This design comes from an exercise in tuning for small area on the open sky130 flow, not from production work.
Where RTL was checked, it was by simulation tests only, not by an equivalence proof against the original.
Only the layout flow was run in runs 2 to 4; the RTL was not checked for function there.

==> flow/config.mk <==
export PLATFORM = sky130hd
export DESIGN_NAME = blink
export DESIGN_NICKNAME = blink
export VERILOG_FILES = /design/flow/design.v
export SDC_FILE = /design/flow/constraint.sdc
export NUM_CORES = 4
export LEC_CHECK = 0
export CAP_MARGIN = 20
export CORE_MARGIN = 2
export CORE_UTILIZATION = 70
export CTS_BUF_LIST = sky130_fd_sc_hd__clkbuf_8
export CTS_CLUSTER_DIAMETER = 200
export CTS_CLUSTER_SIZE = 40
export SLEW_MARGIN = 20
export SYNTH_HIERARCHICAL = 1
export SYNTH_MINIMUM_KEEP_SIZE = 0
==> flow/design.v <==
module fa(input a, input b, input c, output s, output co);
   assign s = a ^ b ^ c;
   assign co = (a & b) | (a & c) | (b & c);
endmodule
module rca24(input [23:0] a, input [23:0] b, input ci, output [23:0] s);
   wire [24:0] c;
   assign c[0] = ci;
   genvar i;
   generate
      for (i = 0; i < 24; i = i + 1) begin : bit_
         fa f(a[i], b[i], c[i], s[i], c[i+1]);
      end
   endgenerate
endmodule
module inv1(input a, output y);
   assign y = ~a;
endmodule
module maj(input a, input b, input c, output y);
   assign y = (a & b) | (a & c) | (b & c);
endmodule
module rnd(input [23:0] w, input c, output v);
   wire lo15 = &w[3:0];
   wire lo0 = ~|w[3:0];
   wire s = w[23] ^ (c & (&w[22:0]));           
   wire nz = ~((lo0 & ~c) | (lo15 & c));         
   assign v = (c & lo15) | (~s & nz);
endmodule
module blink(input signed [23:0] ins, output signed [23:0] outs,
             output signed [23:0] peak_out, output valid_out,
             input clk, input rst);
   reg [23:0] h1, a2n, z3n, z4n, qq;
   reg b1, r1d, ud;
   function [23:0] sh;
      input [23:0] x;
      sh = {{4{x[23]}}, x[23:4]};
   endfunction
   wire [23:0] a2 = ~a2n;
   wire [23:0] z3 = ~z3n;
   wire [23:0] z4 = ~z4n;
   wire [23:0] g2;
   rca24 a_g2(a2, sh(a2n), r1d, g2);
   wire v3, v4;
   rnd n_3(z3, ud, v3);
   rnd n_4(z4, ud, v4);
   wire [23:0] g3;
   rca24 a_g3(z3, sh(z3n), ud, g3);
   wire rq = ~qq[23] & (|qq[3:0]);
   wire [23:0] gq;
   rca24 a_gq(qq, sh(~qq), ~rq, gq);
   wire [23:0] y1;
   rca24 a_y1(ins, h1, b1, y1);
   wire r1 = ~y1[23] & (|y1[3:0]);
   wire [23:0] m1n;
   rca24 a_m1(~y1, sh(y1), 1'b1, m1n);
   wire [23:0] a;
   rca24 a_a(sh(y1), g2, ~ud, a);
   wire u;
   rnd n_2(a, r1, u);
   wire [23:0] z;
   rca24 a_z(sh(a), g3, ~v3, z);
   wire [23:0] t;
   rca24 a_t(z, sh(z4n), ~v4, t);
   wire [23:0] z4x;
   rca24 a_z4(t, z4, ud, z4x);
   wire [23:0] w;
   rca24 a_w(t, gq, 1'b0, w);
   wire [23:0] all1;
   assign all1[0] = 1'b1;
   genvar j;
   generate
      for (j = 1; j < 24; j = j + 1) begin : inc_
         assign all1[j] = all1[j-1] & w[j-1];
      end
   endgenerate
   wire [23:0] o = w ^ ({24{u}} & all1);
   assign outs = o;
   wire rstn;
   inv1 i_rstn(rst, rstn);
   always @(posedge clk) begin
      if (~rstn) begin
         h1 <= 24'd0; b1 <= 1'b0;
         a2n <= 24'hffffff; r1d <= 1'b0;
         z3n <= 24'hffffff; z4n <= 24'hffffff; ud <= 1'b0;
         qq <= 24'd0;
      end else begin
         h1 <= ~m1n; b1 <= ~r1;
         a2n <= ~a; r1d <= r1;
         z3n <= ~z; z4n <= ~z4x; ud <= u;
         qq <= o;
      end
   end
   reg sd, vdn;
   reg [23:0] pkn;
   wire signed [23:0] qs = qq;
   wire below = qs < 24'sd500;
   wire [24:0] gc;
   assign gc[0] = 1'b0;
   genvar m;
   generate
      for (m = 0; m < 24; m = m + 1) begin : cmp_
         if (m == 23)
            maj c(~qq[m], ~pkn[m], gc[m], gc[m+1]);
         else
            maj c(qq[m], pkn[m], gc[m], gc[m+1]);
      end
   endgenerate
   wire load = ~below & (~sd | gc[24]);
   always @(posedge clk) begin
      if (rst) begin
         sd <= 1'b0; vdn <= 1'b1;
      end else begin
         sd <= ~below;
         vdn <= ~(sd & below);
      end
   end
   always @(posedge clk)
      if (load) pkn <= ~qq;
   assign peak_out = ~(pkn | {24{vdn}});
   assign valid_out = ~vdn;
endmodule
==> flow/constraint.sdc <==
create_clock -name core_clock -period 25.0 [get_ports {clk}]
set_input_delay 5.0000 -clock core_clock [delete_from_list [all_inputs] [get_ports {clk}]]
set_output_delay 5.0000 -clock core_clock [all_outputs]
set_load 0.01 [all_outputs]
==> flow/flow/run.sh <==
#!/bin/bash
# The standard layout, with two changes to how it is made:
#  - every port still gets a buffer, but the smallest one (buf_1) instead of
#    the delay buffer buffer_ports picks by itself;
#  - clock tree synthesis adds no dummy loads to balance the tree.
set -euo pipefail
export BUFFER_PORTS_ARGS="-buffer_cell sky130_fd_sc_hd__buf_1"
export CTS_ARGS="-sink_clustering_enable -repair_clock_nets -dont_use_dummy_load -buf_list sky130_fd_sc_hd__clkbuf_8 -sink_clustering_size 40 -sink_clustering_max_diameter 200"
bash standard.sh > standard.log 2>&1
==> flow/standard.sh <==
#!/bin/bash
# synth_recipe.tcl (not shown) runs the flow's synth.tcl, then flattens the netlist and writes it again
# the make line also repeats each setting of config.mk as NAME=value (left out here)
make -C /OpenROAD-flow-scripts/flow DESIGN_CONFIG=/design/flow/config.mk WORK_HOME=/design/flow/orfs CLKGATE_MAP_FILE= SYNTH_SCRIPT=/design/flow/synth_recipe.tcl "${@:-finish}"
==> flow_summary_export.csv, run 1 <==
group,metric,value,unit
run_status,outcome,"finished clean",
floorplan,die_area,15600,sq um
cts,ctsHoldBuffers,0,
floorplan,fp.dieW,125,um
place,place_hpwl,15600,um
logic_synthesis,syn_area,10200,sq um
floorplan,core_area,14400,sq um
cts,clockRootBuffer,"clkbuf_8",
worst_setup_path,criticalPathCategory,"input port to output port",
timing,clock-skew-final,0.0262,ns
grt,grt_max_degree,103,
grt,gr-total-overflow,0,
grt,grt_pass1_vias,7143,
run,cap_violations,0,
final_layout,nFillCells,881,
logic_synthesis,synthMuxAreaShare,0.782,%
timing,final.period_utilization,98.7,%
worst_setup_path,worstPathRequired,20.00,ns
grt,antenna_found_initial,0,
final_layout,fin_util,80.2,%
final_layout,drive_gt1_share,22.1,%
logic_synthesis,ys_types,36,
worst_hold_path,hold_path_end,"vdn",
worst_hold_path,worstHoldPathType,"register to register",
timing,fmax,0.0405,GHz
detailed_routing,drc,0,
place,place_area,11100,sq um
timing,period_needed,24.68,ns
final_layout,seq_area,3220,sq um
logic_synthesis,synthAdderAreaFrac,49.7,%
grt,grt_pass1_wl,33700,um
cts,ctsHtreeMaxLevel,4,
detailed_routing,vias_per_cell,5.32,
cts,clock_latency,0.46,ns
timing,hold_viol_final,0,
final_layout,multi_input_area,6730,sq um
floorplan,ios,75,
logic_synthesis,synth-simple-area-share,9.90,%
logic_synthesis,yosysSeqAreaShare,31.5,%
logic_synthesis,yosys_warnings,7,
worst_hold_path,hold_depth,1,
floorplan,die_h,125,um
grt,gr-usage-all-layers,28.1,%
worst_hold_path,min-delay-start,"sd",
timing,setup_violations,0,
floorplan,initial_core_util,71.0,%
cts,clk_pin_slew,0.08,ns
worst_setup_path,critPathMaxStageDelay,0.58,ns
final_layout,stdcell_area,11600,sq um
worst_setup_path,r2r-start,"b1",
detailed_routing,first_pass_iters,4,
final_layout,final_nets,1215,
logic_synthesis,synth_xor_area_share,1.63,%
cts,clock_path_buffers,2,
worst_setup_path,r2r_setup_slack,9.80,ns
timing,hold_slack,0.436,ns
worst_setup_path,start_kind,"input port",
worst_setup_path,cp-startpoint,"ins[0]",
final_layout,antennaDiodeCount,0,
worst_setup_path,cp_max_fo,2,
worst_setup_path,r2r-end,"qq[23]",
detailed_routing,antenna_left,0,
logic_synthesis,synth_top_family_by_area,"adder cells",
final_layout,mostFrequentLayoutCells,"fa_1, inv_1, dfxtp_1",
cts,cts_sinks,149,
cts,numCtsBuffers,17,
timing,drv_slew,0,
timing,final.setup.tns,0,ns
logic_synthesis,synth_compound_area_share,0.929,%
worst_setup_path,cp_common_cell,"fa_2",
logic_synthesis,synth_area_per_cell,12.4,sq um
logic_synthesis,synthCells,824,
final_layout,area_growth,13.0,%
floorplan,num_rows,44,
timing,max_slew_margin,28.1,%
final_layout,layout_commonest_cell,"fa_1",
logic_synthesis,synth-seq-cells,149,
detailed_routing,route.vias.total,6008,
detailed_routing,drt-total-wl,19700,um
detailed_routing,drt_iter0_markers,311,
place,gp_congestion,0.835,
timing,tightest_slew,1.08,ns
worst_setup_path,cp_slowest_cell,"fa_2",
worst_setup_path,rr_worst_depth,41,
worst_setup_path,end_kind,"output port",
place,portBuffers,74,
detailed_routing,avgRoutedWirePerCell,17.5,um
cts,cts_tree,"yes",
worst_setup_path,crit_arrival,19.68,ns
## per-layer routing
metal  track usage, %  wire length [um]  vias to the layer above
li1                 -                 -                     2724
met1             35.1              7090                     3132
met2             50.4             11300                      124
met3             5.91              1030                       28
met4             7.78               342                        0
met5                0                 0                        -
## logic make-up after synthesis
kind of cell / Yosys count
fa+ha+maj: 265
simple gates: 216
buf+inv: 150
flops: 149
xor+xnor: 19
compound gates: 15
mux: 8
other cells: 2
## timing repair
item	CTS	global route
resized for setup	58	14
endpoints found under the hold margin	0	0
setup endpoints to repair	3	3
buffers inserted	1	2
gates cloned	0	0
pin swaps	39	32
## critical path, delay by kind of cell
family,cells,cell delay [ns]
buffers and inverters,2,0.23
XOR/XNOR,1,0.13
adder cells (fa/ha/maj),36,14.30
## cells in the mapped netlist, drive strengths merged
cell type	count	area, sq um
mux2i	8	80.1
nand3b	1	7.51
and3	3	18.8
nor2	53	199
a21oi	5	25.0
nor4	10	81.3
and2	15	93.8
maj3	24	270
nand4	13	87.6
or3	3	21.3
buf	2	10.0
o31ai	1	7.51
o41ai	1	8.76
and4	3	27.5
edfxtp	24	721
nand3	8	40.0
conb	2	7.51
nand2b	8	50.1
inv	128	480
nand2	94	353
nor3	3	15.0
clkbuf	20	75.1
o21ai	4	20.0
xor2	5	43.8
xnor2	14	123
fa	240	4800
or4	2	18.8
o211ai	1	7.51
ha	1	12.5
o2bb2ai	3	26.3
dfxtp	125	2500
## modules after synthesis (local to each module, per instance), a selection
module  copies in the design  flops+latches
blink                      1            149
rnd                        3              0
fa                       240              0
maj                       24              0
inv1                       1              0
## metrics by stage
| step | worst slack, ns | std cells |
|---|---|---|
| 4_1_cts | -0.0391 | 1128 |
| 5_1_grt | -0.0236 | 1130 |
| 2_1_floorplan | 0.00191 | 825 |
| 3_3_place_gp | -0.377 | 1110 |
| 6_report | 0.317 | 1130 |
| 3_5_place_dp | -0.758 | 1110 |
## registers in the layout, indices dropped and copies added, names as in the netlist
| register | count |
|---|---|
| h1 | 24 |
| ud | 1 |
| vdn | 1 |
| sd | 1 |
| a2n | 24 |
| pkn | 24 |
| r1d | 1 |
| z4n | 24 |
| qq | 24 |
| b1 | 1 |
| z3n | 24 |
## worst max-delay path by stage
stage,endpoint,slack [ns]
final,outs[23],0.32
after global placement,outs[23],-0.38
after CTS,outs[23],-0.04
after global routing,outs[23],-0.02
after floorplan,outs[23],0.002
after detailed placement,outs[23],-0.76
## cell type report
type	instances	share of cell area (%)
multi-input cells	526	58.2
clock buffers	17	2.02
inverters	128	4.15
repair buffers	126	5.79
well taps	184	1.99
flip-flops and latches	149	27.9
==> run 2: changes to the inputs <==
--- a/flow/design.v
+++ b/flow/design.v
@@ -17,6 +17,10 @@
 endmodule
 module maj(input a, input b, input c, output y);
    assign y = (a & b) | (a & c) | (b & c);
+endmodule
+module flipbit(input w, input p, input u, output o, output pn);
+   assign o = w ^ (u & p);
+   assign pn = p & w;
 endmodule
 module rnd(input [23:0] w, input c, output v);
    wire lo15 = &w[3:0];
@@ -64,15 +68,15 @@
    rca24 a_z4(t, z4, ud, z4x);
    wire [23:0] w;
    rca24 a_w(t, gq, 1'b0, w);
-   wire [23:0] all1;
+   wire [24:0] all1;
+   wire [23:0] o;
    assign all1[0] = 1'b1;
    genvar j;
    generate
-      for (j = 1; j < 24; j = j + 1) begin : inc_
-         assign all1[j] = all1[j-1] & w[j-1];
+      for (j = 0; j < 24; j = j + 1) begin : inc_
+         flipbit fb(w[j], all1[j], u, o[j], all1[j+1]);
       end
    endgenerate
-   wire [23:0] o = w ^ ({24{u}} & all1);
    assign outs = o;
    wire rstn;
    inv1 i_rstn(rst, rstn);
==> flow_summary_export.csv, run 2 <==
group,metric,value,unit
grt,grt_pass1_vias,6921,
grt,grt_use_met1,33.4,%
cts,numCtsBuffers,17,
timing,clock-skew-final,0.0190,ns
timing,fmax,0.0406,GHz
grt,globalRouteMet3Util,5.03,%
final_layout,stdcell_area,11500,sq um
logic_synthesis,synthCells,802,
final_layout,layout_commonest_cell,"fa_1",
place,placed_cells,1092,
grt,antenna_found_initial,0,
run,cap_violations,0,
timing,hold_viol_final,0,
final_layout,nFillCells,867,
place,portBuffers,74,
worst_setup_path,end_kind,"output port",
grt,grtUsageMet2,49.3,%
timing,final.period_utilization,98.5,%
worst_setup_path,r2r-start,"h1[0]",
detailed_routing,drc,0,
worst_setup_path,cp_common_cell,"fa_2",
final_layout,area_growth,13.0,%
floorplan,die_h,125,um
worst_hold_path,min-delay-start,"sd",
final_layout,drive_gt1_share,23.3,%
place,place_hpwl,14900,um
place,place_area,11100,sq um
cts,clock_path_buffers,2,
detailed_routing,first_pass_iters,4,
detailed_routing,drt_iter0_markers,301,
cts,ctsHtreeMaxLevel,4,
final_layout,instances_no_fill,1115,
cts,cts_sinks,149,
run_status,outcome,"finished clean",
worst_setup_path,criticalPathCategory,"input port to output port",
worst_hold_path,worstHoldPathType,"register to register",
final_layout,fin_util,80.3,%
floorplan,die_area,15600,sq um
final_layout,multi_input_area,6700,sq um
worst_setup_path,cp-startpoint,"ins[0]",
cts,clock_latency,0.45,ns
place,gp_congestion,0.803,
final_layout,antennaDiodeCount,0,
grt,grt_pass1_wl,32600,um
detailed_routing,avgRoutedWirePerCell,16.7,um
detailed_routing,route.vias.total,5763,
worst_setup_path,critPathMaxStageDelay,0.61,ns
detailed_routing,vias_per_cell,5.17,
grt,top_usage_layer,"met2",
timing,period_needed,24.62,ns
grt,gr-total-overflow,0,
worst_setup_path,cp_max_fo,2,
logic_synthesis,synth_area_per_cell,12.7,sq um
floorplan,core_area,14400,sq um
logic_synthesis,syn_area,10200,sq um
grt,gr-usage-all-layers,27.2,%
timing,setup_violations,0,
timing,drv_slew,0,
timing,hold_slack,0.526,ns
final_layout,mostFrequentLayoutCells,"fa_1, dfxtp_1, inv_1",
floorplan,ios,75,
worst_setup_path,worstPathRequired,20.00,ns
timing,max_slew_margin,42.9,%
logic_synthesis,yosys_warnings,7,
cts,cts_tree,"yes",
worst_setup_path,start_kind,"input port",
cts,clockRootBuffer,"clkbuf_8",
final_layout,final_nets,1199,
cts,ctsHoldBuffers,0,
floorplan,fp.dieW,125,um
grt,grt_max_degree,124,
worst_setup_path,cp_slowest_cell,"fa_2",
detailed_routing,drt-total-wl,18600,um
cts,clk_pin_slew,0.07,ns
final_layout,seq_area,3220,sq um
worst_setup_path,crit_arrival,19.62,ns
floorplan,initial_core_util,71.1,%
floorplan,num_rows,44,
detailed_routing,antenna_left,0,
timing,tightest_slew,0.856,ns
[run 2: critical path: cells and delay by family]
kind / cells / cell delay, ns
buffers and inverters: 2 / 0.25
adders and majority gates: 36 / 14.22
xor gates and xnor gates: 1 / 0.18
[run 2: area by class of cell]
cell class | count | area share [%]
clock buffer | 17 | 2.03
sequential | 149 | 27.9
timing repair buffer | 125 | 5.77
multi-input combinational | 512 | 58.1
tap | 184 | 2.00
inverter | 128 | 4.17
[run 2: path summary, 6_finish.rpt]
| path | end | cells after the start | slack [ns] |
|---|---|---|---|
| worst max-delay path | outs[23] | 39 | 0.38 |
| worst min-delay path | vdn | 1 | 0.53 |
| worst max register to register | z4n[23] | 38 | 9.69 |
| worst min register to register | vdn | 1 | 0.53 |
[run 2: timing repair]
action                     4_1_cts  5_1_grt
pin swaps                       41       36
buffers inserted                 5        1
setup endpoints to repair        2        2
resized for setup               51       24
[run 2: per-layer routing]
layer | part of all wire (%) | vias up
met2 | 56 | 92
li1 | - | 2616
met1 | 39 | 3020
met4 | 2.0 | 0
met3 | 2.5 | 35
met5 | 0 | -
[run 2: metrics by stage]
step / setup TNS, ns / setup WS [ns]
after floorplan: 0 / 0.00203
after global placement: -0.229 / -0.229
after detailed placement: -0.940 / -0.616
after CTS: 0 / 0.0114
after global routing: -0.0135 / -0.0135
final: 0 / 0.381
==> run 3: changes to the inputs <==
--- a/flow/design.v
+++ b/flow/design.v
@@ -32,7 +32,7 @@
 module blink(input signed [23:0] ins, output signed [23:0] outs,
              output signed [23:0] peak_out, output valid_out,
              input clk, input rst);
-   reg [23:0] h1, a2n, z3n, z4n, qq;
+   reg [23:0] h1, a2n, z3n, z4n, qqn;
    reg b1, r1d, ud;
    function [23:0] sh;
       input [23:0] x;
@@ -41,6 +41,7 @@
    wire [23:0] a2 = ~a2n;
    wire [23:0] z3 = ~z3n;
    wire [23:0] z4 = ~z4n;
+   wire [23:0] qq = ~qqn;
    wire [23:0] g2;
    rca24 a_g2(a2, sh(a2n), r1d, g2);
    wire v3, v4;
@@ -50,7 +51,7 @@
    rca24 a_g3(z3, sh(z3n), ud, g3);
    wire rq = ~qq[23] & (|qq[3:0]);
    wire [23:0] gq;
-   rca24 a_gq(qq, sh(~qq), ~rq, gq);
+   rca24 a_gq(qq, sh(qqn), ~rq, gq);
    wire [23:0] y1;
    rca24 a_y1(ins, h1, b1, y1);
    wire r1 = ~y1[23] & (|y1[3:0]);
@@ -81,16 +82,19 @@
    wire rstn;
    inv1 i_rstn(rst, rstn);
    always @(posedge clk) begin
+      if (rst) begin
+         h1 <= 24'd0; b1 <= 1'b0; r1d <= 1'b0; ud <= 1'b0;
+      end else begin
+         h1 <= ~m1n; b1 <= ~r1; r1d <= r1; ud <= u;
+      end
+   end
+   always @(posedge clk) begin
       if (~rstn) begin
-         h1 <= 24'd0; b1 <= 1'b0;
-         a2n <= 24'hffffff; r1d <= 1'b0;
-         z3n <= 24'hffffff; z4n <= 24'hffffff; ud <= 1'b0;
-         qq <= 24'd0;
+         a2n <= 24'hffffff; z3n <= 24'hffffff; z4n <= 24'hffffff;
+         qqn <= 24'hffffff;
       end else begin
-         h1 <= ~m1n; b1 <= ~r1;
-         a2n <= ~a; r1d <= r1;
-         z3n <= ~z; z4n <= ~z4x; ud <= u;
-         qq <= o;
+         a2n <= ~a; z3n <= ~z; z4n <= ~z4x;
+         qqn <= ~o;
       end
    end
    reg sd, vdn;
@@ -118,7 +122,7 @@
       end
    end
    always @(posedge clk)
-      if (load) pkn <= ~qq;
+      if (load) pkn <= qqn;
    assign peak_out = ~(pkn | {24{vdn}});
    assign valid_out = ~vdn;
 endmodule
--- a/flow/flow/run.sh
+++ b/flow/flow/run.sh
@@ -6,4 +6,5 @@
 set -euo pipefail
 export BUFFER_PORTS_ARGS="-buffer_cell sky130_fd_sc_hd__buf_1"
 export CTS_ARGS="-sink_clustering_enable -repair_clock_nets -dont_use_dummy_load -buf_list sky130_fd_sc_hd__clkbuf_8 -sink_clustering_size 40 -sink_clustering_max_diameter 200"
+export SETUP_MOVE_SEQUENCE="unbuffer,sizeup,swap"
 bash standard.sh > standard.log 2>&1
==> flow_summary_export.csv, run 3 <==
group,metric,value,unit
place,dp_slack,-0.611,ns
worst_setup_path,r2r-end,"z4n[23]",
detailed_routing,drt_iter0_markers,303,
grt,gr-usage-all-layers,27.1,%
timing,drv_slew,0,
worst_setup_path,r2r_setup_slack,9.75,ns
floorplan,fp.dieW,124,um
timing,max_slew_margin,28.3,%
cts,postCtsSetupRepairBufs,0,
worst_setup_path,critPathMaxStageDelay,0.60,ns
worst_hold_path,hold_path_end,"pkn[0]",
run_status,outcome,"finished clean",
cts,clock_latency,0.47,ns
cts,clock_path_buffers,2,
grt,antenna_found_initial,0,
worst_setup_path,cp_slowest_cell,"fa_2",
timing,rsz0062_at_grt,"yes",
floorplan,die_area,15400,sq um
grt,grt_pass1_wl,30700,um
floorplan,initial_core_util,72.2,%
grt,globalRouteMet3Util,5.45,%
worst_hold_path,hold_depth,0,
timing,final.period_utilization,98.6,%
run,cap_violations,0,
worst_setup_path,crit_arrival,19.65,ns
worst_setup_path,cp_common_cell,"fa_2",
floorplan,num_rows,43,
worst_hold_path,min-delay-start,"qqn[0]",
cts,numCtsBuffers,17,
grt,grt_use_met1,32.3,%
logic_synthesis,synth_area_per_cell,12.5,sq um
worst_setup_path,worstPathRequired,20.00,ns
final_layout,nFillCells,838,
detailed_routing,drt-total-wl,18500,um
detailed_routing,first_pass_iters,4,
logic_synthesis,syn_area,10100,sq um
final_layout,stdcell_area,11400,sq um
detailed_routing,avgRoutedWirePerCell,16.6,um
cts,ctsHtreeMaxLevel,4,
worst_hold_path,worstHoldPathType,"register to register",
cts,cts_sinks,149,
detailed_routing,route.vias.total,5812,
place,place_hpwl,14900,um
final_layout,layout_commonest_cell,"fa_1",
timing,setup_violations,0,
detailed_routing,drc,0,
final_layout,final_nets,1200,
final_layout,multi_input_area,6600,sq um
place,portBuffers,74,
timing,fmax,0.0406,GHz
worst_setup_path,criticalPathCategory,"input port to output port",
worst_setup_path,end_kind,"output port",
detailed_routing,vias_per_cell,5.23,
final_layout,antennaDiodeCount,0,
timing,clock-skew-final,0.0181,ns
floorplan,die_h,124,um
grt,grt_pass1_vias,6734,
cts,cts_tree,"yes",
grt,grtUsageMet2,48.8,%
floorplan,core_area,14000,sq um
timing,fin_ws,0.345,ns
place,place_area,11000,sq um
grt,gr-total-overflow,0,
final_layout,drive_gt1_share,23.8,%
final_layout,seq_area,3220,sq um
floorplan,ios,75,
timing,hold_viol_final,0,
timing,period_needed,24.65,ns
timing,final.setup.tns,0,ns
detailed_routing,antenna_left,0,
final_layout,fin_util,81.6,%
final_layout,mostFrequentLayoutCells,"fa_1, inv_1, dfxtp_1",
final_layout,area_growth,13.0,%
cts,clk_pin_slew,0.07,ns
worst_setup_path,rr_worst_depth,38,
cts,clockRootBuffer,"clkbuf_8",
worst_setup_path,start_kind,"input port",
grt,top_usage_layer,"met2",
worst_setup_path,r2r-start,"b1",
logic_synthesis,synthCells,805,
timing,tightest_slew,1.07,ns
grt,grt_max_degree,79,
logic_synthesis,yosys_warnings,7,
place,gp_congestion,0.823,
worst_setup_path,cp_max_fo,2,
-- run 3: final cells by class --
class	count	share of cell area (%)
timing repair buffer	124	5.73
multi-input combinational	514	57.8
sequential	149	28.2
inverter	128	4.21
clock buffer	17	2.05
tap	180	1.97
-- run 3: worst max path at each step --
stage               end  slack [ns]    from  depth (start not counted)
6_report       outs[23]        0.35  ins[0]                         39
5_1_grt        outs[23]       -0.04  ins[0]                         39
4_1_cts        outs[23]       0.005  ins[0]                         39
3_5_place_dp   outs[23]       -0.61  ins[0]                         39
3_3_place_gp   outs[23]       -0.24  ins[0]                         39
2_1_floorplan  outs[23]        0.01  ins[0]                         37
-- run 3: routing by layer --
layer / wire [um] / share of wire, % / up-vias
li1: - / - / 2622
met1: 6940 / 38 / 3057
met2: 10500 / 57 / 94
met3: 627 / 3.4 / 39
met4: 413 / 2.2 / 0
met5: 0 / 0 / -
-- run 3: worst max-delay path, delay by kind of cell --
kind       cells  cell delay [ns]
xor+xnor       1             0.19
fa+ha+maj     36            14.21
buf+inv        2             0.24
-- run 3: what timing repair did --
item	4_1_cts	5_1_grt
endpoints found under the setup margin	2	2
resized for setup	51	29
hold buffers	0	0
pin swaps	36	55
-- run 3: metrics by stage --
stage | hold WS, ns | instances
after floorplan | 0.408 | 808
after global placement | 0.427 | 1095
after detailed placement | 0.428 | 1095
after CTS | 0.448 | 1112
after global routing | 0.473 | 1112
final | 0.439 | 1112
==> run 4: changes to the inputs <==
--- a/flow/flow/run.sh
+++ b/flow/flow/run.sh
@@ -6,5 +6,4 @@
 set -euo pipefail
 export BUFFER_PORTS_ARGS="-buffer_cell sky130_fd_sc_hd__buf_1"
 export CTS_ARGS="-sink_clustering_enable -repair_clock_nets -dont_use_dummy_load -buf_list sky130_fd_sc_hd__clkbuf_8 -sink_clustering_size 40 -sink_clustering_max_diameter 200"
-export SETUP_MOVE_SEQUENCE="unbuffer,sizeup,swap"
 bash standard.sh > standard.log 2>&1
==> flow_summary_export.csv, run 4 <==
group,metric,value,unit
run_status,outcome,"finished clean",
grt,grt_pass1_vias,6749,
floorplan,ios,75,
timing,period_needed,24.65,ns
place,gp_congestion,0.823,
worst_setup_path,r2r-end,"z4n[23]",
worst_setup_path,end_kind,"output port",
cts,clock_latency,0.47,ns
timing,hold_viol_final,0,
worst_hold_path,min-delay-start,"qqn[0]",
worst_setup_path,criticalPathCategory,"input port to output port",
worst_setup_path,cp_common_cell,"fa_2",
timing,drv_slew,0,
worst_setup_path,start_kind,"input port",
worst_setup_path,crit_arrival,19.65,ns
worst_setup_path,r2r_setup_slack,9.82,ns
grt,grt_max_degree,79,
final_layout,nFillCells,828,
cts,clk_pin_slew,0.07,ns
cts,ctsHtreeMaxLevel,4,
floorplan,die_h,124,um
grt,gr-usage-all-layers,27.1,%
detailed_routing,route.vias.total,5819,
timing,final.period_utilization,98.6,%
detailed_routing,antenna_left,0,
timing,fin_ws,0.353,ns
final_layout,fin_util,81.7,%
worst_setup_path,critPathMaxStageDelay,0.60,ns
timing,fmax,0.0406,GHz
final_layout,instances_no_fill,1116,
grt,antenna_found_initial,0,
worst_setup_path,r2r-start,"h1[0]",
logic_synthesis,yosys_warnings,7,
detailed_routing,drt-total-wl,18400,um
final_layout,layout_commonest_cell,"fa_1",
grt,gr-total-overflow,0,
floorplan,core_area,14000,sq um
cts,cts_sinks,149,
final_layout,seq_area,3220,sq um
place,placed_cells,1095,
final_layout,antennaDiodeCount,0,
place,portBuffers,74,
run,cap_violations,0,
cts,numCtsBuffers,17,
timing,clock-skew-final,0.0191,ns
logic_synthesis,synth_area_per_cell,12.5,sq um
detailed_routing,drt_iter0_markers,272,
floorplan,initial_core_util,72.2,%
worst_setup_path,worstPathRequired,20.00,ns
cts,ctsHoldBuffers,0,
worst_hold_path,worstHoldPathType,"register to register",
final_layout,final_nets,1204,
place,dp_slack,-0.611,ns
cts,cts_tree,"yes",
place,place_hpwl,14900,um
final_layout,multi_input_area,6590,sq um
detailed_routing,first_pass_iters,6,
worst_setup_path,rr_worst_depth,38,
floorplan,num_rows,43,
floorplan,die_area,15400,sq um
grt,grt_pass1_wl,30600,um
floorplan,fp.dieW,124,um
worst_setup_path,cp_slowest_cell,"fa_2",
timing,setup_violations,0,
final_layout,area_growth,13.2,%
worst_setup_path,cp_max_fo,2,
worst_hold_path,hold_path_end,"pkn[0]",
detailed_routing,avgRoutedWirePerCell,16.5,um
cts,clockRootBuffer,"clkbuf_8",
logic_synthesis,syn_area,10100,sq um
timing,tightest_slew,1.04,ns
detailed_routing,vias_per_cell,5.21,
detailed_routing,drc,0,
worst_hold_path,hold_depth,0,
timing,max_slew_margin,30.5,%
cts,clock_path_buffers,2,
final_layout,drive_gt1_share,23.8,%
final_layout,mostFrequentLayoutCells,"fa_1, inv_1, dfxtp_1",
logic_synthesis,synthCells,805,
==> run 4: how the worst max path moves through the flow <==
stage	startpoint	endpoint	slack, ns	cells after the start
CTS	ins[0]	outs[23]	0.03	39
global route	ins[0]	outs[23]	-0.0002	39
finish	ins[0]	outs[23]	0.35	39
floorplan	ins[0]	outs[23]	0.01	37
detailed placement	ins[0]	outs[23]	-0.61	39
global placement	ins[0]	outs[23]	-0.24	39
==> run 4: stage by stage <==
step	instance area (sq um)	hold slack, ns	setup TNS, ns
after floorplan	10200	0.408	0
after global placement	11000	0.427	-0.247
after detailed placement	11000	0.428	-1.01
after CTS	11400	0.448	0
after global routing	11400	0.473	-0.000227
final	11400	0.439	0
==> run 4: per-layer routing <==
metal / share of wire [%] / track usage (%)
met1: 37 / 32.0
met5: 0 / 0
met2: 57 / 49.0
met3: 3.5 / 5.45
met4: 2.3 / 10.0
==> run 4: area by class of cell <==
type | count | share of cell area, %
multi-input combinational | 514 | 57.6
sequential | 149 | 28.2
timing repair buffer | 128 | 5.99
inverter | 128 | 4.20
clock buffer | 17 | 2.05
tap | 180 | 1.97
==> run 4: what timing repair did <==
item                       in CTS  in global routing
setup endpoints to repair       2                  2
resized for setup              51                 26
pin swaps                      35                 39
setup buffers                   3                  1
hold endpoints to repair        0                  0
==> run 4: critical path: cells and delay by family <==
family	cells	cell delay, ns
xor+xnor	1	0.18
fa+ha+maj	36	14.20
buf+inv	2	0.24
==> run 5: changes to the inputs <==
--- a/flow/design.v
+++ b/flow/design.v
@@ -22,6 +22,36 @@
    assign o = w ^ (u & p);
    assign pn = p & w;
 endmodule
+module ha(input a, input b, output s, output co);
+   assign s = a ^ b;
+   assign co = a & b;
+endmodule
+module rca24h(input [19:0] a, input [23:0] b, input ci, output [23:0] s);
+   wire [24:0] c;
+   assign c[0] = ci;
+   genvar i;
+   generate
+      for (i = 0; i < 20; i = i + 1) begin : bit_
+         fa f(a[i], b[i], c[i], s[i], c[i+1]);
+      end
+      for (i = 20; i < 24; i = i + 1) begin : top_
+         ha h(b[i], c[i], s[i], c[i+1]);
+      end
+   endgenerate
+endmodule
+module rca24o(input [23:0] a, input [19:0] b, input ci, output [23:0] s);
+   wire [24:0] c;
+   assign c[0] = ci;
+   genvar i;
+   generate
+      for (i = 0; i < 20; i = i + 1) begin : bit_
+         fa f(a[i], b[i], c[i], s[i], c[i+1]);
+      end
+      for (i = 20; i < 24; i = i + 1) begin : top_
+         fa f(a[i], 1'b1, c[i], s[i], c[i+1]);
+      end
+   endgenerate
+endmodule
 module rnd(input [23:0] w, input c, output v);
    wire lo15 = &w[3:0];
    wire lo0 = ~|w[3:0];
@@ -33,7 +63,8 @@
              output signed [23:0] peak_out, output valid_out,
              input clk, input rst);
    reg [23:0] h1, a2n, z3n, z4n, qqn;
-   reg b1, r1d, ud;
+   reg r1d, ud;
+   wire b1 = ~r1d;
    function [23:0] sh;
       input [23:0] x;
       sh = {{4{x[23]}}, x[23:4]};
@@ -43,12 +74,12 @@
    wire [23:0] z4 = ~z4n;
    wire [23:0] qq = ~qqn;
    wire [23:0] g2;
-   rca24 a_g2(a2, sh(a2n), r1d, g2);
+   rca24o a_g2(a2, {a2[23], a2n[22:4]}, r1d, g2);
    wire v3, v4;
    rnd n_3(z3, ud, v3);
    rnd n_4(z4, ud, v4);
    wire [23:0] g3;
-   rca24 a_g3(z3, sh(z3n), ud, g3);
+   rca24o a_g3(z3, {z3[23], z3n[22:4]}, ud, g3);
    wire rq = ~qq[23] & (|qq[3:0]);
    wire [23:0] gq;
    rca24 a_gq(qq, sh(qqn), ~rq, gq);
@@ -56,13 +87,14 @@
    rca24 a_y1(ins, h1, b1, y1);
    wire r1 = ~y1[23] & (|y1[3:0]);
    wire [23:0] m1n;
-   rca24 a_m1(~y1, sh(y1), 1'b1, m1n);
+   wire [23:0] y1n = ~y1;
+   rca24 a_m1(y1n, sh(y1), 1'b1, m1n);
    wire [23:0] a;
-   rca24 a_a(sh(y1), g2, ~ud, a);
+   rca24h a_a({y1n[23], y1[22:4]}, g2, ~ud, a);
    wire u;
    rnd n_2(a, r1, u);
    wire [23:0] z;
-   rca24 a_z(sh(a), g3, ~v3, z);
+   rca24h a_z({~a[23], a[22:4]}, g3, ~v3, z);
    wire [23:0] t;
    rca24 a_t(z, sh(z4n), ~v4, t);
    wire [23:0] z4x;
@@ -83,16 +115,18 @@
    inv1 i_rstn(rst, rstn);
    always @(posedge clk) begin
       if (rst) begin
-         h1 <= 24'd0; b1 <= 1'b0; r1d <= 1'b0; ud <= 1'b0;
+         r1d <= 1'b0; ud <= 1'b0;
       end else begin
-         h1 <= ~m1n; b1 <= ~r1; r1d <= r1; ud <= u;
+         r1d <= r1; ud <= u;
       end
    end
    always @(posedge clk) begin
       if (~rstn) begin
+         h1 <= 24'hffffff;
          a2n <= 24'hffffff; z3n <= 24'hffffff; z4n <= 24'hffffff;
          qqn <= 24'hffffff;
       end else begin
+         h1 <= ~m1n;
          a2n <= ~a; z3n <= ~z; z4n <= ~z4x;
          qqn <= ~o;
       end
--- a/flow/flow/run.sh
+++ b/flow/flow/run.sh
@@ -6,4 +6,5 @@
 set -euo pipefail
 export BUFFER_PORTS_ARGS="-buffer_cell sky130_fd_sc_hd__buf_1"
 export CTS_ARGS="-sink_clustering_enable -repair_clock_nets -dont_use_dummy_load -buf_list sky130_fd_sc_hd__clkbuf_8 -sink_clustering_size 40 -sink_clustering_max_diameter 200"
+export SETUP_MOVE_SEQUENCE="unbuffer,sizeup,swap"
 bash standard.sh > standard.log 2>&1
--- a/flow/config.mk
+++ b/flow/config.mk
@@ -11,6 +11,7 @@
 export CTS_BUF_LIST = sky130_fd_sc_hd__clkbuf_8
 export CTS_CLUSTER_DIAMETER = 200
 export CTS_CLUSTER_SIZE = 40
+export GPL_TIMING_DRIVEN = 0
 export SLEW_MARGIN = 20
 export SYNTH_HIERARCHICAL = 1
 export SYNTH_MINIMUM_KEEP_SIZE = 0
==> flow_summary_export.csv, run 5 <==
group,metric,value,unit
run_status,outcome,"finished clean",
timing,hold_viol_final,0,
detailed_routing,first_pass_iters,4,
final_layout,final_nets,1175,
worst_setup_path,cp-startpoint,"ins[0]",
floorplan,fp.dieW,124,um
cts,clockRootBuffer,"clkbuf_8",
logic_synthesis,syn_area,10000,sq um
floorplan,die_area,15300,sq um
worst_setup_path,end_kind,"output port",
detailed_routing,vias_per_cell,5.21,
detailed_routing,route.vias.total,5665,
cts,ctsHtreeMaxLevel,4,
final_layout,fin_util,79.5,%
timing,clock-skew-final,0.0245,ns
timing,setup_violations,0,
timing,fmax,0.0406,GHz
cts,clock_latency,0.46,ns
worst_setup_path,criticalPathCategory,"input port to output port",
run,cap_violations,0,
final_layout,layout_commonest_cell,"nand2_1",
timing,period_needed,24.65,ns
floorplan,initial_core_util,72.0,%
logic_synthesis,synthCells,806,
worst_setup_path,r2r-start,"r1d",
worst_hold_path,worstHoldPathType,"register to register",
grt,grt_pass1_wl,31000,um
timing,tightest_slew,0.831,ns
cts,clock_path_buffers,2,
timing,drv_slew,0,
worst_setup_path,cp_max_fo,3,
final_layout,drive_gt1_share,20.0,%
worst_setup_path,cp_top_family,"adder cells",
worst_setup_path,crit_arrival,19.65,ns
cts,numCtsBuffers,17,
detailed_routing,avgRoutedWirePerCell,17.2,um
final_layout,area_growth,10.4,%
detailed_routing,drt_iter0_markers,198,
worst_hold_path,min-delay-start,"qqn[0]",
logic_synthesis,synth_area_per_cell,12.4,sq um
place,place_hpwl,15100,um
grt,gr-usage-all-layers,27.7,%
floorplan,ios,75,
worst_setup_path,path_buf_inv,2,
worst_setup_path,cp_common_cell,"fa_2",
grt,antenna_found_initial,0,
grt,gr-total-overflow,0,
cts,ctsHoldBuffers,0,
timing,final.period_utilization,98.6,%
floorplan,die_h,124,um
worst_setup_path,worstPathRequired,20.00,ns
place,portBuffers,74,
grt,grt_max_degree,25,
timing,fin_ws,0.351,ns
cts,cts_sinks,148,
detailed_routing,drt-total-wl,18700,um
floorplan,core_area,13900,sq um
timing,max_slew_margin,44.4,%
place,gp_congestion,0.825,
detailed_routing,antenna_left,0,
final_layout,antennaDiodeCount,0,
place,place_area,10600,sq um
final_layout,stdcell_area,11100,sq um
worst_setup_path,critPathMaxStageDelay,0.59,ns
detailed_routing,drc,0,
timing,rsz0062_at_grt,"yes",
cts,cts_tree,"yes",
final_layout,mostFrequentLayoutCells,"nand2_1, fa_1, inv_1",
place,dp_slack,-0.950,ns
worst_setup_path,start_kind,"input port",
logic_synthesis,yosys_warnings,7,
worst_setup_path,cp_slowest_cell,"fa_2",
grt,grt_pass1_vias,6514,
cts,clk_pin_slew,0.07,ns
floorplan,num_rows,43,
[run 5: per-layer routing]
layer	share of wire [%]	routed length (um)	track usage, %	up-vias
li1	-	-	-	2571
met1	38	7170	35.0	2960
met2	56	10400	48.4	101
met3	4.0	751	5.77	33
met4	1.8	327	8.52	0
met5	0	0	0	-
[run 5: stage by stage]
step | hold slack [ns] | TNS, ns | instances
floorplan | 0.408 | 0 | 815
global placement | 0.425 | -0.745 | 1069
detailed placement | 0.425 | -1.69 | 1070
CTS | 0.453 | 0 | 1087
global route | 0.462 | -0.0596 | 1087
finish | 0.461 | 0 | 1087
[run 5: final cells by class]
| cell class | instances | area (sq um) |
|---|---|---|
| plain buffers | 16 | 76.3 |
| fillers | 860 | 2860 |
| repair buffers | 75 | 290 |
| inverters | 130 | 490 |
| well taps | 180 | 225 |
| flip-flops and latches | 148 | 3200 |
| multi-input cells | 521 | 6560 |
| clock buffers | 17 | 234 |
[run 5: worst paths after layout]
path                                  to  slack (ns)  depth (start not counted)
worst max-delay path            outs[23]        0.35                         39
worst min-delay path              pkn[0]        0.46                          0
worst max register to register   z4n[23]        9.77                         38
worst min register to register    pkn[0]        0.46                          0
[run 5: timing repair]
action,CTS,global route
endpoints found under the setup margin,3,2
buffers inserted,0,0
pin swaps,29,22
endpoints found under the hold margin,0,0
gates cloned,0,0
resized for setup,60,25
==> run 6: changes to the inputs <==
==> flow/flow/run.sh (replaced) <==
#!/bin/bash
# The standard layout (standard.sh, with the standard synthesis), with three
# changes to how it is made:
#  - every port still gets a buffer, but the smallest one (buf_1) instead of
#    the delay buffer buffer_ports picks by itself;
#  - clock tree synthesis adds no dummy loads to balance the tree;
#  - setup repair only resizes gates and swaps pins (no new buffers).
# ORFS's full output goes to standard.log here; each step's own log is kept
# under orfs/logs/.
set -euo pipefail
export BUFFER_PORTS_ARGS="-buffer_cell sky130_fd_sc_hd__buf_1"
export CTS_ARGS="-sink_clustering_enable -repair_clock_nets -dont_use_dummy_load -buf_list sky130_fd_sc_hd__clkbuf_8 -sink_clustering_size 40 -sink_clustering_max_diameter 200"
export SETUP_MOVE_SEQUENCE="unbuffer,sizeup,swap"
export MATCH_CELL_FOOTPRINT=0
bash standard.sh > standard.log 2>&1
==> flow_summary_export.csv, run 6 <==
group,metric,value,unit
logic_synthesis,synthCells,806,
final_layout,area_growth,10.4,%
floorplan,num_rows,43,
detailed_routing,first_pass_iters,4,
final_layout,mostFrequentLayoutCells,"nand2_1, fa_1, inv_1",
cts,clock_latency,0.46,ns
detailed_routing,drt-total-wl,18700,um
cts,cts_sinks,148,
worst_hold_path,hold_path_end,"pkn[0]",
place,place_area,10600,sq um
timing,max_slew_margin,44.4,%
worst_setup_path,rr_worst_depth,38,
run,cap_violations,0,
grt,antenna_found_initial,0,
worst_setup_path,worstPathRequired,20.00,ns
floorplan,core_area,13900,sq um
logic_synthesis,synth_area_per_cell,12.4,sq um
worst_setup_path,r2r-end,"z4n[23]",
detailed_routing,drt_iter0_markers,198,
grt,gr-usage-all-layers,27.7,%
grt,gr-total-overflow,0,
timing,setup_violations,0,
floorplan,ios,75,
detailed_routing,vias_per_cell,5.21,
worst_setup_path,cp_max_fo,3,
final_layout,fin_util,79.5,%
detailed_routing,drc,0,
worst_setup_path,start_kind,"input port",
logic_synthesis,yosys_warnings,7,
timing,fmax,0.0406,GHz
grt,grt_pass1_wl,31000,um
detailed_routing,avgRoutedWirePerCell,17.2,um
timing,final.setup.tns,0,ns
worst_hold_path,hold_depth,0,
run_status,outcome,"finished clean",
timing,hold_viol_final,0,
final_layout,antennaDiodeCount,0,
grt,grt_pass1_vias,6514,
timing,hold_slack,0.461,ns
place,place_hpwl,15100,um
cts,clk_pin_slew,0.07,ns
worst_setup_path,r2r_setup_slack,9.77,ns
final_layout,drive_gt1_share,20.0,%
floorplan,fp.dieW,124,um
worst_setup_path,end_kind,"output port",
place,placed_cells,1070,
place,dp_slack,-0.950,ns
detailed_routing,route.vias.total,5665,
detailed_routing,antenna_left,0,
worst_setup_path,cp_common_cell,"fa_2",
worst_setup_path,criticalPathCategory,"input port to output port",
timing,final.period_utilization,98.6,%
final_layout,layout_commonest_cell,"nand2_1",
final_layout,instances_no_fill,1087,
worst_setup_path,cp_slowest_cell,"fa_2",
final_layout,stdcell_area,11100,sq um
floorplan,die_area,15300,sq um
worst_hold_path,worstHoldPathType,"register to register",
cts,clock_path_buffers,2,
logic_synthesis,syn_area,10000,sq um
timing,clock-skew-final,0.0245,ns
worst_setup_path,r2r-start,"r1d",
timing,period_needed,24.65,ns
cts,clockRootBuffer,"clkbuf_8",
floorplan,die_h,124,um
timing,rsz0062_at_grt,"yes",
timing,drv_slew,0,
cts,cts_tree,"yes",
cts,ctsHtreeMaxLevel,4,
cts,numCtsBuffers,17,
worst_hold_path,min-delay-start,"qqn[0]",
timing,fin_ws,0.351,ns
floorplan,initial_core_util,72.0,%
worst_setup_path,cp-startpoint,"ins[0]",
grt,grt_max_degree,25,
final_layout,final_nets,1175,
place,portBuffers,74,
final_layout,nFillCells,860,
worst_setup_path,crit_arrival,19.65,ns
worst_setup_path,critPathMaxStageDelay,0.59,ns
place,gp_congestion,0.825,
timing,tightest_slew,0.831,ns
-- run 6: metal layers --
layer	share of wire, %	track usage [%]	up-vias
li1	-	-	2571
met1	38	35.0	2960
met2	56	48.4	101
met3	4.0	5.77	33
met4	1.8	8.52	0
met5	0	0	-
-- run 6: timing repair --
action                     CTS  global route
gates resized for setup     60            25
setup endpoints to repair    3             2
pin swaps                   29            22
hold buffers                 0             0
buffers inserted             0             0
-- run 6: worst max-delay path by stage --
stage                     endpoint  slack (ns)  cells after the start
after floorplan           outs[23]        0.03                     38
after global placement    outs[23]       -0.56                     40
after detailed placement  outs[23]       -0.95                     40
after CTS                 outs[23]       0.006                     39
after global routing      outs[23]       -0.06                     39
final                     outs[23]        0.35                     39
-- run 6: layout make-up --
cell class	instances	area (sq um)	share of cell area [%]
plain buffers	16	76.3	0.689
clock buffers	17	234	2.11
inverters	130	490	4.43
multi-input cells	521	6560	59.2
flip-flops and latches	148	3200	28.9
well taps	180	225	2.03
repair buffers	75	290	2.62
-- run 6: critical path: cells and delay by family --
kind / cells / cell delay, ns
XOR/XNOR: 1 / 0.13
adder cells (fa/ha/maj): 36 / 14.24
buffers and inverters: 2 / 0.26
==> run 7: changes to the inputs <==
--- a/flow/flow/run.sh
+++ b/flow/flow/run.sh
@@ -11,5 +11,6 @@
 export BUFFER_PORTS_ARGS="-buffer_cell sky130_fd_sc_hd__buf_1"
 export CTS_ARGS="-sink_clustering_enable -repair_clock_nets -dont_use_dummy_load -buf_list sky130_fd_sc_hd__clkbuf_8 -sink_clustering_size 40 -sink_clustering_max_diameter 200"
 export SETUP_MOVE_SEQUENCE="unbuffer,sizeup,swap"
+export RECOVER_POWER=100
 export MATCH_CELL_FOOTPRINT=0
 bash standard.sh > standard.log 2>&1
==> flow_summary_export.csv, run 7 <==
group,metric,value,unit
run_status,outcome,"finished clean",
detailed_routing,avgRoutedWirePerCell,17.1,um
worst_setup_path,critPathMaxStageDelay,0.59,ns
cts,cts_tree,"yes",
worst_hold_path,worstHoldPathType,"register to register",
floorplan,die_area,15300,sq um
place,placed_cells,1070,
detailed_routing,antenna_left,0,
final_layout,multi_input_area,6560,sq um
worst_setup_path,cp_slowest_cell,"fa_2",
final_layout,instances_no_fill,1087,
cts,clock_path_buffers,2,
timing,drv_slew,0,
cts,clockRootBuffer,"clkbuf_8",
worst_setup_path,start_kind,"input port",
floorplan,fp.dieW,124,um
timing,final.period_utilization,98.6,%
floorplan,core_area,13900,sq um
timing,hold_slack,0.461,ns
worst_setup_path,cp_common_cell,"fa_2",
final_layout,nFillCells,861,
detailed_routing,drt_iter0_markers,226,
final_layout,drive_gt1_share,19.7,%
final_layout,seq_area,3200,sq um
logic_synthesis,synth_area_per_cell,12.4,sq um
run,cap_violations,0,
final_layout,final_nets,1175,
timing,final.setup.tns,0,ns
worst_setup_path,r2r_setup_slack,9.77,ns
worst_setup_path,crit_arrival,19.65,ns
grt,grt_max_degree,25,
grt,grt_pass1_wl,31000,um
detailed_routing,drt-total-wl,18600,um
floorplan,initial_core_util,72.0,%
detailed_routing,first_pass_iters,4,
floorplan,die_h,124,um
worst_setup_path,criticalPathCategory,"input port to output port",
timing,max_slew_margin,42.7,%
detailed_routing,drc,0,
grt,antenna_found_initial,0,
final_layout,antennaDiodeCount,0,
logic_synthesis,synthCells,806,
place,place_hpwl,15100,um
grt,gr-total-overflow,0,
grt,gr-usage-all-layers,27.7,%
worst_setup_path,worstPathRequired,20.00,ns
cts,clk_pin_slew,0.07,ns
timing,tightest_slew,0.857,ns
worst_setup_path,cp_max_fo,3,
cts,ctsHtreeMaxLevel,4,
final_layout,area_growth,10.3,%
timing,hold_viol_final,0,
detailed_routing,route.vias.total,5642,
logic_synthesis,yosys_warnings,7,
worst_setup_path,end_kind,"output port",
floorplan,num_rows,43,
place,portBuffers,74,
final_layout,mostFrequentLayoutCells,"nand2_1, fa_1, inv_1",
detailed_routing,vias_per_cell,5.19,
place,gp_congestion,0.825,
worst_setup_path,cp_top_family,"adder cells",
final_layout,layout_commonest_cell,"nand2_1",
cts,postCtsSetupRepairBufs,0,
final_layout,fin_util,79.5,%
cts,numCtsBuffers,17,
floorplan,ios,75,
cts,clock_latency,0.46,ns
timing,setup_violations,0,
timing,clock-skew-final,0.0235,ns
cts,cts_sinks,148,
grt,grt_pass1_vias,6514,
timing,fmax,0.0406,GHz
timing,period_needed,24.65,ns
logic_synthesis,syn_area,10000,sq um
timing,rsz0062_at_grt,"yes",
worst_setup_path,path_buf_inv,2,
cts,ctsHoldBuffers,0,
==> run 7: timing repair <==
action,CTS,global route
hold endpoints to repair,0,0
pin swaps,29,22
gates resized for setup,60,25
endpoints found under the setup margin,3,2
==> run 7: path summary, 6_finish.rpt <==
kind,start,endpoint,cells after the start
min,qqn[1],pkn[1],0
max reg2reg,r1d,z4n[23],38
max,ins[0],outs[23],39
min reg2reg,qqn[1],pkn[1],0
==> run 7: area by class of cell <==
type	count	area share [%]
plain buffers	16	0.667
clock buffers	17	2.11
inverters	130	4.43
multi-input cells	521	59.2
flip-flops and latches	148	28.9
well taps	180	2.03
repair buffers	75	2.62
==> run 7: per-layer routing <==
| layer | track usage, % | vias to the layer above | share of wire (%) |
|---|---|---|---|
| met4 | 8.52 | 0 | 1.6 |
| met2 | 48.4 | 104 | 56 |
| met3 | 5.77 | 31 | 4.0 |
| met5 | 0 | - | 0 |
| met1 | 35.0 | 2936 | 39 |
| li1 | - | 2571 | - |
==> run 7: stage by stage <==
step | instance area, sq um | worst slack [ns]
after detailed placement | 10600 | -0.950
after global placement | 10600 | -0.557
final | 11100 | 0.350
after global routing | 11100 | -0.0596
after CTS | 11000 | 0.00582
after floorplan | 10100 | 0.0268
==> run 8: changes to the inputs <==
--- a/flow/flow/run.sh
+++ b/flow/flow/run.sh
@@ -11,6 +11,4 @@
 export BUFFER_PORTS_ARGS="-buffer_cell sky130_fd_sc_hd__buf_1"
 export CTS_ARGS="-sink_clustering_enable -repair_clock_nets -dont_use_dummy_load -buf_list sky130_fd_sc_hd__clkbuf_8 -sink_clustering_size 40 -sink_clustering_max_diameter 200"
 export SETUP_MOVE_SEQUENCE="unbuffer,sizeup,swap"
-export RECOVER_POWER=100
-export MATCH_CELL_FOOTPRINT=0
 bash standard.sh > standard.log 2>&1
==> flow_summary_export.csv, run 8 <==
group,metric,value,unit
worst_hold_path,hold_depth,0,
floorplan,fp.dieW,124,um
logic_synthesis,syn_area,10000,sq um
cts,numCtsBuffers,17,
timing,drv_slew,0,
floorplan,ios,75,
detailed_routing,drt-total-wl,18700,um
cts,cts_tree,"yes",
timing,max_slew_margin,44.4,%
timing,final.period_utilization,98.6,%
worst_setup_path,rr_worst_depth,38,
worst_setup_path,cp_slowest_cell,"fa_2",
run,cap_violations,0,
cts,clock_path_buffers,2,
cts,ctsHoldBuffers,0,
worst_setup_path,cp_max_fo,3,
cts,clk_pin_slew,0.07,ns
worst_hold_path,worstHoldPathType,"register to register",
worst_setup_path,r2r-end,"z4n[23]",
detailed_routing,route.vias.total,5665,
floorplan,num_rows,43,
place,portBuffers,74,
timing,fmax,0.0406,GHz
final_layout,final_nets,1175,
logic_synthesis,synthCells,806,
grt,grt_pass1_wl,31000,um
place,gp_congestion,0.825,
logic_synthesis,yosys_warnings,7,
final_layout,antennaDiodeCount,0,
worst_setup_path,r2r-start,"r1d",
final_layout,layout_commonest_cell,"nand2_1",
floorplan,core_area,13900,sq um
worst_setup_path,r2r_setup_slack,9.77,ns
floorplan,die_h,124,um
cts,clockRootBuffer,"clkbuf_8",
place,place_area,10600,sq um
timing,tightest_slew,0.831,ns
worst_hold_path,min-delay-start,"qqn[0]",
detailed_routing,avgRoutedWirePerCell,17.2,um
detailed_routing,first_pass_iters,4,
logic_synthesis,synth_area_per_cell,12.4,sq um
detailed_routing,vias_per_cell,5.21,
cts,ctsHtreeMaxLevel,4,
worst_setup_path,critPathMaxStageDelay,0.59,ns
worst_setup_path,criticalPathCategory,"input port to output port",
timing,fin_ws,0.351,ns
detailed_routing,antenna_left,0,
worst_setup_path,crit_arrival,19.65,ns
detailed_routing,drt_iter0_markers,198,
grt,grt_max_degree,25,
worst_setup_path,end_kind,"output port",
final_layout,area_growth,10.4,%
grt,gr-total-overflow,0,
final_layout,drive_gt1_share,20.0,%
place,dp_slack,-0.950,ns
grt,grt_pass1_vias,6514,
floorplan,initial_core_util,72.0,%
timing,hold_viol_final,0,
worst_setup_path,start_kind,"input port",
final_layout,mostFrequentLayoutCells,"nand2_1, fa_1, inv_1",
timing,period_needed,24.65,ns
final_layout,stdcell_area,11100,sq um
worst_setup_path,cp_common_cell,"fa_2",
detailed_routing,drc,0,
run_status,outcome,"finished clean",
cts,cts_sinks,148,
floorplan,die_area,15300,sq um
worst_hold_path,hold_path_end,"pkn[0]",
cts,clock_latency,0.46,ns
place,place_hpwl,15100,um
timing,clock-skew-final,0.0245,ns
timing,setup_violations,0,
grt,antenna_found_initial,0,
worst_setup_path,worstPathRequired,20.00,ns
timing,rsz0062_at_grt,"yes",
grt,gr-usage-all-layers,27.7,%
[run 8: changes by cell type in the layout (fill, tap and decap cells not counted), sizes merged]
cell | before | now
clkbuf | 23 | 20
buf | 85 | 88
[run 8: layer usage]
metal  track usage (%)  share of wire (%)  vias up
met5                 0                  0        -
met4              8.52                1.8        0
met3              5.77                4.0       33
met2              48.4                 56      101
met1              35.0                 38     2960
li1                  -                  -     2571
[run 8: per-stage QoR]
stage	cells	hold WS, ns	setup TNS, ns	util, %
after floorplan	815	0.408	0	-
after global placement	1069	0.425	-0.745	76.1
after detailed placement	1070	0.425	-1.69	76.3
after CTS	1087	0.453	0	79.0
after global routing	1087	0.462	-0.0596	79.5
final	1087	0.461	0	79.5
[run 8: final cells by class]
type,count,area [sq um]
clock buffers,17,234
repair buffers,75,290
plain buffers,16,76.3
multi-input cells,521,6560
well taps,180,225
flip-flops and latches,148,3200
fillers,860,2860
inverters,130,490
[run 8: critical path: cells and delay by family]
family	cells	cell delay (ns)
fa+ha+maj	36	14.24
xor+xnor	1	0.13
buf+inv	2	0.26
[run 8: worst max path at each step]
stage / start / to / slack (ns) / cells after the start
2_1_floorplan: ins[0] / outs[23] / 0.03 / 38
3_3_place_gp: ins[0] / outs[23] / -0.56 / 40
3_5_place_dp: ins[0] / outs[23] / -0.95 / 40
4_1_cts: ins[0] / outs[23] / 0.006 / 39
5_1_grt: ins[0] / outs[23] / -0.06 / 39
6_report: ins[0] / outs[23] / 0.35 / 39
[run 8: what timing repair did]
action	in CTS	in global routing
resized for setup	60	25
setup endpoints to repair	3	2
pin swaps	29	22
buffers inserted	0	0
==> run 9: changes to the inputs <==
--- a/flow/config.mk
+++ b/flow/config.mk
@@ -7,7 +7,7 @@
 export LEC_CHECK = 0
 export CAP_MARGIN = 20
 export CORE_MARGIN = 2
-export CORE_UTILIZATION = 70
+export CORE_UTILIZATION = 85
 export CTS_BUF_LIST = sky130_fd_sc_hd__clkbuf_8
 export CTS_CLUSTER_DIAMETER = 200
 export CTS_CLUSTER_SIZE = 40
==> flow_summary_export.csv, run 9 <==
group,metric,value,unit
place,place_hpwl,19400,um
cts,clock_path_buffers,2,
grt,grt_max_degree,25,
run_status,firstError,"[ERROR GRT-0116] Global routing finished with congestion. Check the congestion regions in the DRC Viewer.",
grt,gr-total-overflow,6,
cts,ctsHoldBuffers,0,
logic_synthesis,synth_area_per_cell,12.4,sq um
place,portBuffers,74,
floorplan,num_rows,39,
run_status,failed_stage,"global routing (5_1_grt)",
cts,ctsHtreeMaxLevel,4,
floorplan,initial_core_util,87.5,%
cts,numCtsBuffers,17,
floorplan,die_h,113,um
logic_synthesis,syn_area,10000,sq um
logic_synthesis,yosys_warnings,7,
place,gp_congestion,0.861,
grt,grt_pass1_wl,59400,um
run_status,outcome,"stopped before the end",
grt,gr-usage-all-layers,66.7,%
grt,grt_pass1_vias,9552,
cts,cts_sinks,148,
floorplan,ios,75,
floorplan,fp.dieW,113,um
cts,clockRootBuffer,"clkbuf_8",
place,placed_cells,1033,
logic_synthesis,synthCells,806,
==> run 9: stage by stage <==
stage                     worst slack, ns  area [sq um]  hold WS (ns)  setup TNS, ns
after floorplan                    0.0268         10100         0.408              0
after global placement             -0.507         10600         0.428         -0.649
after detailed placement            -1.04         10600         0.435          -1.95
after CTS                          -0.114         11000         0.466         -0.114
==> run 9: timing repair <==
action	4_1_cts
resized for setup	78
pin swaps	40
setup buffers	0
endpoints found under the setup margin	4
==> run 9: how the worst max path moves through the flow <==
| stage | endpoint | slack (ns) | depth (start not counted) | startpoint |
|---|---|---|---|---|
| CTS | outs[23] | -0.11 | 39 | ins[0] |
| detailed placement | outs[23] | -1.04 | 39 | ins[0] |
| global placement | outs[23] | -0.51 | 40 | ins[0] |
| floorplan | outs[23] | 0.03 | 38 | ins[0] |
==> run 9: per-layer routing <==
metal	global-route usage [%]	overflow
met1	65.7	0
met2	91.6	2
met3	42.7	1
met4	67.7	3
met5	1.18	0
==> run 10: changes to the inputs <==
--- a/flow/config.mk
+++ b/flow/config.mk
@@ -7,7 +7,7 @@
 export LEC_CHECK = 0
 export CAP_MARGIN = 20
 export CORE_MARGIN = 2
-export CORE_UTILIZATION = 85
+export CORE_UTILIZATION = 78
 export CTS_BUF_LIST = sky130_fd_sc_hd__clkbuf_8
 export CTS_CLUSTER_DIAMETER = 200
 export CTS_CLUSTER_SIZE = 40
==> flow_summary_export.csv, run 10 <==
group,metric,value,unit
run_status,outcome,"finished clean",
grt,gr-total-overflow,0,
timing,fin_ws,0.309,ns
cts,ctsHtreeMaxLevel,4,
final_layout,final_nets,1175,
final_layout,layout_commonest_cell,"nand2_1",
place,dp_slack,-0.940,ns
detailed_routing,vias_per_cell,5.59,
place,placed_cells,1062,
timing,fmax,0.0405,GHz
floorplan,initial_core_util,79.8,%
detailed_routing,first_pass_iters,5,
logic_synthesis,synth_area_per_cell,12.4,sq um
timing,drv_slew,0,
timing,rsz0062_at_grt,"no",
grt,gr-usage-all-layers,35.0,%
detailed_routing,wl_met2,12200,um
grt,grt_max_degree,25,
detailed_routing,dr_wl_met3,981,um
timing,period_needed,24.69,ns
final_layout,mostFrequentLayoutCells,"nand2_1, fa_1, inv_1",
cts,clock_latency,0.48,ns
worst_setup_path,path_buf_inv,2,
grt,grt_pass1_vias,7168,
floorplan,ios,75,
cts,cts_sinks,148,
timing,final.period_utilization,98.8,%
worst_setup_path,end_kind,"output port",
run,cap_violations,0,
detailed_routing,avgRoutedWirePerCell,19.8,um
floorplan,die_h,117,um
detailed_routing,drt-total-wl,21400,um
final_layout,fin_util,88.0,%
cts,clockRootBuffer,"clkbuf_8",
worst_setup_path,r2r_setup_slack,9.73,ns
worst_setup_path,start_kind,"input port",
worst_setup_path,cp_max_fo,3,
cts,numCtsBuffers,17,
timing,final.setup.tns,0,ns
detailed_routing,antenna_left,0,
final_layout,seq_area,3200,sq um
worst_hold_path,worstHoldPathType,"register to register",
grt,antenna_found_initial,0,
detailed_routing,route.vias.total,6034,
worst_setup_path,cp_common_cell,"fa_2",
cts,postCtsSetupRepairBufs,0,
logic_synthesis,syn_area,10000,sq um
timing,setup_violations,0,
cts,clock_path_buffers,2,
place,gp_congestion,0.835,
floorplan,fp.dieW,117,um
detailed_routing,drt_iter0_markers,386,
worst_setup_path,criticalPathCategory,"input port to output port",
detailed_routing,m1WireLength,7380,um
worst_setup_path,worstPathRequired,20.00,ns
detailed_routing,dr.max_layer_used,"met4",
floorplan,core_area,12600,sq um
worst_setup_path,cp_slowest_cell,"fa_2",
worst_setup_path,critPathMaxStageDelay,0.63,ns
final_layout,area_growth,10.2,%
cts,clk_pin_slew,0.09,ns
timing,clock-skew-final,0.0249,ns
worst_setup_path,cp_top_family,"adder cells",
grt,grt_pass1_wl,36000,um
detailed_routing,drc,0,
worst_setup_path,crit_arrival,19.69,ns
timing,hold_viol_final,0,
place,portBuffers,74,
final_layout,instances_no_fill,1079,
timing,max_slew_margin,45.5,%
place,place_hpwl,16300,um
floorplan,num_rows,41,
floorplan,die_area,13800,sq um
final_layout,nFillCells,559,
timing,tightest_slew,0.816,ns
logic_synthesis,synthCells,806,
final_layout,multi_input_area,6560,sq um
logic_synthesis,yosys_warnings,7,
final_layout,drive_gt1_share,20.0,%
cts,cts_tree,"yes",
final_layout,antennaDiodeCount,0,
-- run 10: path summary, 6_finish.rpt --
kind | startpoint | endpoint | cells past startpoint
hold reg to reg | qqn[1] | pkn[1] | 0
hold / removal | qqn[1] | pkn[1] | 0
setup reg to reg | r1d | z4n[23] | 38
setup / recovery | ins[0] | outs[23] | 39
-- run 10: final cells by class --
| class | instances | share of cell area (%) |
|---|---|---|
| flip-flops and latches | 148 | 29.0 |
| well taps | 172 | 1.95 |
| inverters | 130 | 4.41 |
| plain buffers | 16 | 0.690 |
| clock buffers | 17 | 2.11 |
| multi-input cells | 521 | 59.3 |
| repair buffers | 75 | 2.62 |
-- run 10: worst register-to-register path: cells and delay by family (launching register included) --
family	cells	cell delay (ns)
adders and majority gates	36	14.64
DFF	1	0.37
buffers and inverters	1	0.07
and+or+nand+nor	1	0.05
-- run 10: repair_timing --
item | CTS | global route
gates resized for setup | 75 | 9
hold buffers | 0 | 0
pin swaps | 45 | 24
setup endpoints to repair | 3 | 1
-- run 10: per-stage QoR --
step	cell area, sq um	hold slack [ns]
final	11100	0.424
after global routing	11100	0.427
after global placement	10600	0.425
after floorplan	10100	0.408
after CTS	11000	0.426
after detailed placement	10600	0.437
-- run 10: layer usage --
layer / vias to the layer above / track usage (%)
met3: 77 / 7.00
li1: 2563 / -
met4: 0 / 15.7
met5: - / 0
met2: 202 / 63.2
met1: 3192 / 40.7

-- port drivers added, routing unchanged --
How much do the figures lean on ideal ports? The routed layouts below were timed once more, with nothing changed but the port constraints.
Step 1, drivers: a clkbuf_16 drives clk and a buf_2 each remaining input, both assumed.
Step 2, shift: input delay + t, output delay - t, t = (earliest + latest rising clock arrival at the registers) / 2. This alone moves slack from input paths to output paths.
Three values: ideal ports, drivers, drivers and shift; two values: the first two.
run | shift t [ns] | setup slack, ns | worst hold slack (ns) | pins driven straight from the clock port
run 1 | 0.477 | 0.317 / 0.295 / 0.295 | 0.436 / 0.436 / 0.436 | 1
run 2 | 0.482 | 0.381 / 0.358 / 0.358 | 0.526 / 0.526 / 0.526 | 1
run 3 | 0.495 | 0.345 / 0.326 / 0.326 | 0.439 / 0.439 / 0.439 | 1
run 4 | 0.494 | 0.353 / 0.334 / 0.334 | 0.439 / 0.439 / 0.439 | 1
run 5 | 0.485 | 0.351 / 0.330 / 0.330 | 0.461 / 0.461 / 0.461 | 1
run 6 | 0.485 | 0.351 / 0.330 / 0.330 | 0.461 / 0.461 / 0.461 | 1
run 7 | 0.488 | 0.350 / 0.329 / 0.329 | 0.461 / 0.461 / 0.461 | 1
run 8 | 0.485 | 0.351 / 0.330 / 0.330 | 0.461 / 0.461 / 0.461 | 1
run 10 | 0.506 | 0.309 / 0.289 / 0.289 | 0.424 / 0.424 / 0.424 | 1
After both steps setup and hold are still met in every run listed. The setup slack of run 2, which loses most, moves by -0.023 ns with the drivers and by -0.023 ns with both steps.
